Background: an optimization exercise with open tools, aiming at small area, a short achievable clock period and few clock cycles per item. Do not read the settings as production practice.
Only simulation tests tie the RTL to the original design; equivalence was not proved.
Power figures rest on the tool's default switching activity, not on a simulated workload.

## run 1
==> flow/design.v <==
`timescale 1 ns / 1 ns
module gaussian_stream
(
	input        clk,
	input        reset,
	input        on_switch,
	input  [7:0] input_fifo,
	input        input_fifo_valid,
	output       input_fifo_ready,
	output [7:0] output_fifo,
	output       output_fifo_valid,
	input        output_fifo_ready
);
localparam integer SLOTS = 6;      
reg        rdy;
reg  [7:0] in_reg;
reg        sh;            
wire       take = input_fifo_valid & rdy & ~reset;
always @(posedge clk) begin
	in_reg <= input_fifo;
	sh <= take;
end
reg [511:0] ring0, ring1, ring2, ring3;
reg  [31:0] ev;           
wire [7:0] out0 = ring0[511:504];
wire [7:0] out1 = ring1[511:504];
wire [7:0] out2 = ring2[511:504];
wire [7:0] out3 = ring3[511:504];
always @(posedge clk) begin
	ring0 <= {ring0[503:0], sh ? in_reg : out0};
	ring1 <= {ring1[503:0], sh ? out0 : out1};
	ring2 <= {ring2[503:0], sh ? out1 : out2};
	ring3 <= {ring3[503:0], sh ? out2 : out3};
	if (sh) ev <= {ev[23:0], out3};
end
function [7:0] win;
	input integer m, n;
	reg [511:0] r;
	begin
		if (n == 4) begin
			case (m)
			4: win = in_reg;
			3: win = out0;
			2: win = out1;
			1: win = out2;
			default: win = out3;
			endcase
		end else begin
			case (m)
			4: r = ring0;
			3: r = ring1;
			2: r = ring2;
			default: r = ring3;
			endcase
			if (m == 0) win = ev[8*(3-n) +: 8];
			else win = r[8*(3-n) +: 8];
		end
	end
endfunction
reg  [5:0] ph, nx;
reg [10:0] pos;
reg        primed;
wire [5:0] px = pos[5:0];
wire [4:0] py = pos[10:6];
wire border = ~on_switch | (px < 6'd2) | (px > 6'd61) | (py < 5'd2) | (py > 5'd29);
always @(posedge clk) begin
	if (reset) begin
		ph <= 6'd63;
		pos <= 11'd1918;       
		primed <= 1'b0;
	end else begin
		ph <= ph + 6'd1;
		if (sh) begin
			pos <= pos + 11'd1;
			if (pos == 11'd2047) primed <= 1'b1;
		end
	end
end
reg        v1, b1;
reg  [7:0] ctr1;
reg  [9:0] c1, c3a, c3b, c4, c8, c10;
always @(posedge clk) begin
	v1 <= ~reset & sh & primed;
	b1 <= border;
	ctr1 <= win(2, 2);
	c1  <= win(0, 0) + win(0, 4) + win(4, 0) + win(4, 4);
	c3a <= win(0, 1) + win(0, 3) + win(1, 0) + win(3, 0);
	c3b <= win(4, 1) + win(4, 3) + win(1, 4) + win(3, 4);
	c4  <= win(0, 2) + win(2, 0) + win(4, 2) + win(2, 4);
	c8  <= win(1, 1) + win(1, 3) + win(3, 1) + win(3, 3);
	c10 <= win(1, 2) + win(2, 1) + win(3, 2) + win(2, 3);
end
reg        v2, b2;
reg  [7:0] ctr2;
reg [11:0] sa;            
reg [11:0] sb, sd;        
reg [10:0] se;            
wire [11:0] a_sum = c1 + c3a + c3b;
always @(posedge clk) begin
	v2 <= ~reset & v1;
	b2 <= b1;
	ctr2 <= ctr1;
	sa <= a_sum;
	sb <= c3a + c3b + {c4, 1'b0};
	sd <= c8 + c10 + ctr1;
	se <= c10 + {ctr1, 1'b0};
end
reg        v3, b3;
reg  [7:0] ctr3;
reg [10:0] sf;            
reg [11:0] sd3;
wire [12:0] f_sum = sa[11:1] + sb + se;
always @(posedge clk) begin
	v3 <= ~reset & v2;
	b3 <= b2;
	ctr3 <= ctr2;
	sf <= f_sum[12:2];
	sd3 <= sd;
end
wire [11:0] t = sf + sd3;     
wire  [7:0] res = b3 ? ctr3 : t[11:4];
reg        ovalid;
reg  [7:0] odata;
reg  [7:0] mem [0:SLOTS-1];
reg  [2:0] wp, rp;
reg  [2:0] cnt;
reg  [2:0] occ;
wire       push = v3;
wire       pop = ovalid & output_fifo_ready;
wire [2:0] wp1 = (wp == SLOTS - 1) ? 3'd0 : wp + 3'd1;
wire [2:0] rp1 = (rp == SLOTS - 1) ? 3'd0 : rp + 3'd1;
wire [7:0] head0 = mem[rp];
wire [7:0] head1 = mem[rp1];
wire       empty0 = cnt == 3'd0;
wire       empty1 = cnt == 3'd1;
wire       left_empty = empty0 | (empty1 & pop);    
wire       drop = sh & ~primed;                     
wire [2:0] occ_b = occ - {2'b00, drop};
wire       room_p = occ_b < SLOTS - 1;
wire       room_0 = occ_b < SLOTS;
wire       eq0 = (ph + 6'd2) == nx;
wire       eq1 = (ph + 6'd1) == nx;
always @(posedge clk) begin
	if (push) mem[wp] <= res;
	odata <= left_empty ? res : pop ? head1 : head0;
	if (reset) begin
		ovalid <= 1'b0;
		wp <= 3'd0;
		rp <= 3'd0;
		cnt <= 3'd0;
		occ <= 3'd0;
		nx <= 6'd0;
		rdy <= 1'b1;
	end else begin
		ovalid <= push | ~left_empty;
		if (push) wp <= wp1;
		if (pop) rp <= rp1;
		cnt <= pop ? (push ? cnt : cnt - 3'd1) : (push ? cnt + 3'd1 : cnt);
		occ <= take ? (pop ? occ_b : occ_b + 3'd1) : (pop ? occ_b - 3'd1 : occ_b);
		if (take) nx <= nx + 6'd1;
		rdy <= take ? (eq1 & (pop ? room_0 : room_p)) : (eq0 & (pop | room_0));
	end
end
assign input_fifo_ready = rdy;
assign output_fifo = odata;
assign output_fifo_valid = ovalid;
endmodule
Settings: LEC_CHECK=0, CAP_MARGIN=20, CORE_MARGIN=2, CORE_UTILIZATION=60, CTS_CLUSTER_DIAMETER=80, CTS_CLUSTER_SIZE=30, PLACE_DENSITY=0.7, SLEW_MARGIN=20; clock period 10.0 ns.
standard.sh (not shown) runs the stock make flow with config.mk's settings and CLKGATE_MAP_FILE= SYNTH_SCRIPT=/design/flow/synth_recipe.tcl, a recipe that flattens the netlist after the stock synthesis.
==> flow/flow/run.sh <==
#!/bin/bash
set -euo pipefail
bash standard.sh SETUP_SLACK_MARGIN=7 finish > standard_flow.log 2>&1
Testbench counts of run 1, summed over its fixed seeds: cycles 49,192, items 49,152.
Here is what was changed in the inputs of run 2 compared with run 1.
==> flow/design.v, changed modules only <==
module gaussian_stream
(
	input        clk,
	input        reset,
	input        on_switch,
	input  [7:0] input_fifo,
	input        input_fifo_valid,
	output       input_fifo_ready,
	output [7:0] output_fifo,
	output       output_fifo_valid,
	input        output_fifo_ready
);
localparam integer SLOTS = 6;      
reg        rdy;
reg  [7:0] in_reg;
reg        sh;            
wire       take = input_fifo_valid & rdy & ~reset;
always @(posedge clk) begin
	in_reg <= input_fifo;
	sh <= take;
end
reg [511:0] ring0, ring1, ring2, ring3;
reg  [31:0] ev;           
wire [7:0] out0 = ring0[511:504];
wire [7:0] out1 = ring1[511:504];
wire [7:0] out2 = ring2[511:504];
wire [7:0] out3 = ring3[511:504];
always @(posedge clk) begin
	ring0 <= {ring0[503:0], sh ? in_reg : out0};
	ring1 <= {ring1[503:0], sh ? out0 : out1};
	ring2 <= {ring2[503:0], sh ? out1 : out2};
	ring3 <= {ring3[503:0], sh ? out2 : out3};
	if (sh) ev <= {ev[23:0], out3};
end
function [7:0] win;
	input integer m, n;
	reg [511:0] r;
	begin
		if (n == 4) begin
			case (m)
			4: win = in_reg;
			3: win = out0;
			2: win = out1;
			1: win = out2;
			default: win = out3;
			endcase
		end else begin
			case (m)
			4: r = ring0;
			3: r = ring1;
			2: r = ring2;
			default: r = ring3;
			endcase
			if (m == 0) win = ev[8*(3-n) +: 8];
			else win = r[8*(3-n) +: 8];
		end
	end
endfunction
wire [7:0] ctr_1 = ring2[8*2 +: 8];
wire [7:0] ctr_2 = ring2[8*3 +: 8];
reg [10:0] pos;
reg        primed;
reg  [5:0] lead;
wire [5:0] px = pos[5:0];
wire [4:0] py = pos[10:6];
wire border = ~on_switch | (px < 6'd2) | (px > 6'd61) | (py < 5'd2) | (py > 5'd29);
always @(posedge clk) begin
	if (reset) begin
		pos <= 11'd1918;       
		primed <= 1'b0;
		lead <= 6'd1;
	end else begin
		lead <= sh ? lead : lead + 6'd1;
		if (sh) begin
			pos <= pos + 11'd1;
			if (pos == 11'd2047) primed <= 1'b1;
		end
	end
end
reg        v1, b1;
reg  [9:0] c1, c3a, c3b, c4, c8, c10;
always @(posedge clk) begin
	v1 <= ~reset & sh & primed;
	b1 <= border;
	c1  <= win(0, 0) + win(0, 4) + win(4, 0) + win(4, 4);
	c3a <= win(0, 1) + win(0, 3) + win(1, 0) + win(3, 0);
	c3b <= win(4, 1) + win(4, 3) + win(1, 4) + win(3, 4);
	c4  <= win(0, 2) + win(2, 0) + win(4, 2) + win(2, 4);
	c8  <= win(1, 1) + win(1, 3) + win(3, 1) + win(3, 3);
	c10 <= win(1, 2) + win(2, 1) + win(3, 2) + win(2, 3);
end
reg        v2, b2;
reg [10:0] sa;            
reg [11:0] sb, sd;        
reg [10:0] se;            
wire [11:0] a_sum = c1 + c3a + c3b;
always @(posedge clk) begin
	v2 <= ~reset & v1;
	b2 <= b1;
	sa <= a_sum[11:1];
	sb <= c3a + c3b + {c4, 1'b0};
	sd <= c8 + c10 + ctr_1;
	se <= c10 + {ctr_1, 1'b0};
end
reg        v3;
reg  [7:0] res;
wire [13:0] h = sa + sb + se + {sd, 2'b00};     
always @(posedge clk) begin
	v3 <= ~reset & v2;
	res <= b2 ? ctr_2 : h[13:6];
end
reg        ovalid;
reg  [7:0] odata;
reg  [7:0] mem [0:SLOTS-1];
reg  [2:0] wp, rp;
reg  [2:0] cnt;
reg  [2:0] occ;
wire       push = v3;
wire       pop = ovalid & output_fifo_ready;
wire [2:0] wp1 = (wp == SLOTS - 1) ? 3'd0 : wp + 3'd1;
wire [2:0] rp1 = (rp == SLOTS - 1) ? 3'd0 : rp + 3'd1;
wire [7:0] head0 = mem[rp];
wire [7:0] head1 = mem[rp1];
wire       empty0 = cnt == 3'd0;
wire       empty1 = cnt == 3'd1;
wire       left_empty = empty0 | (empty1 & pop);    
wire       drop = sh & ~primed;                     
wire [2:0] occ_b = occ - {2'b00, drop};
wire       room_p = occ_b < SLOTS - 1;
wire       room_0 = occ_b < SLOTS;
wire       eq0 = lead == {5'd0, sh};
wire       eq1 = lead == {5'd0, sh} + 6'd1;
always @(posedge clk) begin
	if (push) mem[wp] <= res;
	odata <= left_empty ? res : pop ? head1 : head0;
	if (reset) begin
		ovalid <= 1'b0;
		wp <= 3'd0;
		rp <= 3'd0;
		cnt <= 3'd0;
		occ <= 3'd0;
		rdy <= 1'b1;
	end else begin
		ovalid <= push | ~left_empty;
		if (push) wp <= wp1;
		if (pop) rp <= rp1;
		cnt <= pop ? (push ? cnt : cnt - 3'd1) : (push ? cnt + 3'd1 : cnt);
		occ <= take ? (pop ? occ_b : occ_b + 3'd1) : (pop ? occ_b - 3'd1 : occ_b);
		rdy <= take ? (eq1 & (pop ? room_0 : room_p)) : (eq0 & (pop | room_0));
	end
end
assign input_fifo_ready = rdy;
assign output_fifo = odata;
assign output_fifo_valid = ovalid;
endmodule
==> comparison <==
Both conditions hold for run 2: the flow ran to the end and the final layout passed the timing, design-rule and antenna checks. Run 2 vs run 1: non-clock buffer count up in run 2. The synthesized area number comes out higher for run 1 vs run 2. | area inside the core boundary | run 2 vs run 1 | 1.6% lower |. Run 2 and run 1 ended up with nearly the same non-clock buffer share of cell area. Design internal power in run 2 is 0.00018 W above run 1. NOTE cell area after layout run 1->run 2 decreased slightly. Looking only at core occupancy in the finished layout, and setting everything else aside, the lower value of run 2 and run 1 goes to run 1. The share of cell area taken by flip-flops and latches number comes out lower for run 1 vs run 2. In terms of worst hold slack, run 1 and run 2 differ only marginally. Between run 2 and run 1, it is run 2 whose total power is higher, by 3.2%.
Testbench counts of run 2, summed over its fixed seeds: cycles 49,192, items 49,152.

port drivers added, routing unchanged:
The results above use ideal ports. As a check the final layouts listed here were re-extracted and re-timed, cells and wires unchanged.
Step 1 (the two cells are an assumption about what drives the block):
set clk [get_ports {clk}]
set_driving_cell -lib_cell sky130_fd_sc_hd__clkbuf_16 $clk
set_driving_cell -lib_cell sky130_fd_sc_hd__buf_2 [delete_from_list [all_inputs] $clk]
Step 2 also shifts input and output timing later by t, the mid clock arrival at the registers, as if the neighbouring blocks saw the same clock.
Three values: ideal, step 1, step 2; two values: the first two.
run | t, ns | setup slack, ns | worst slew at a driven data input, ns
run 1 | 0.753 | 6.813 / 6.749 / 6.334 | 0.06
run 2 | 0.754 | 6.855 / 6.793 / 6.496 | 0.08
After both steps every run listed still meets setup and hold. The setup slack of run 1, which loses most, moves by -0.064 ns with the drivers and by -0.479 ns with both steps.
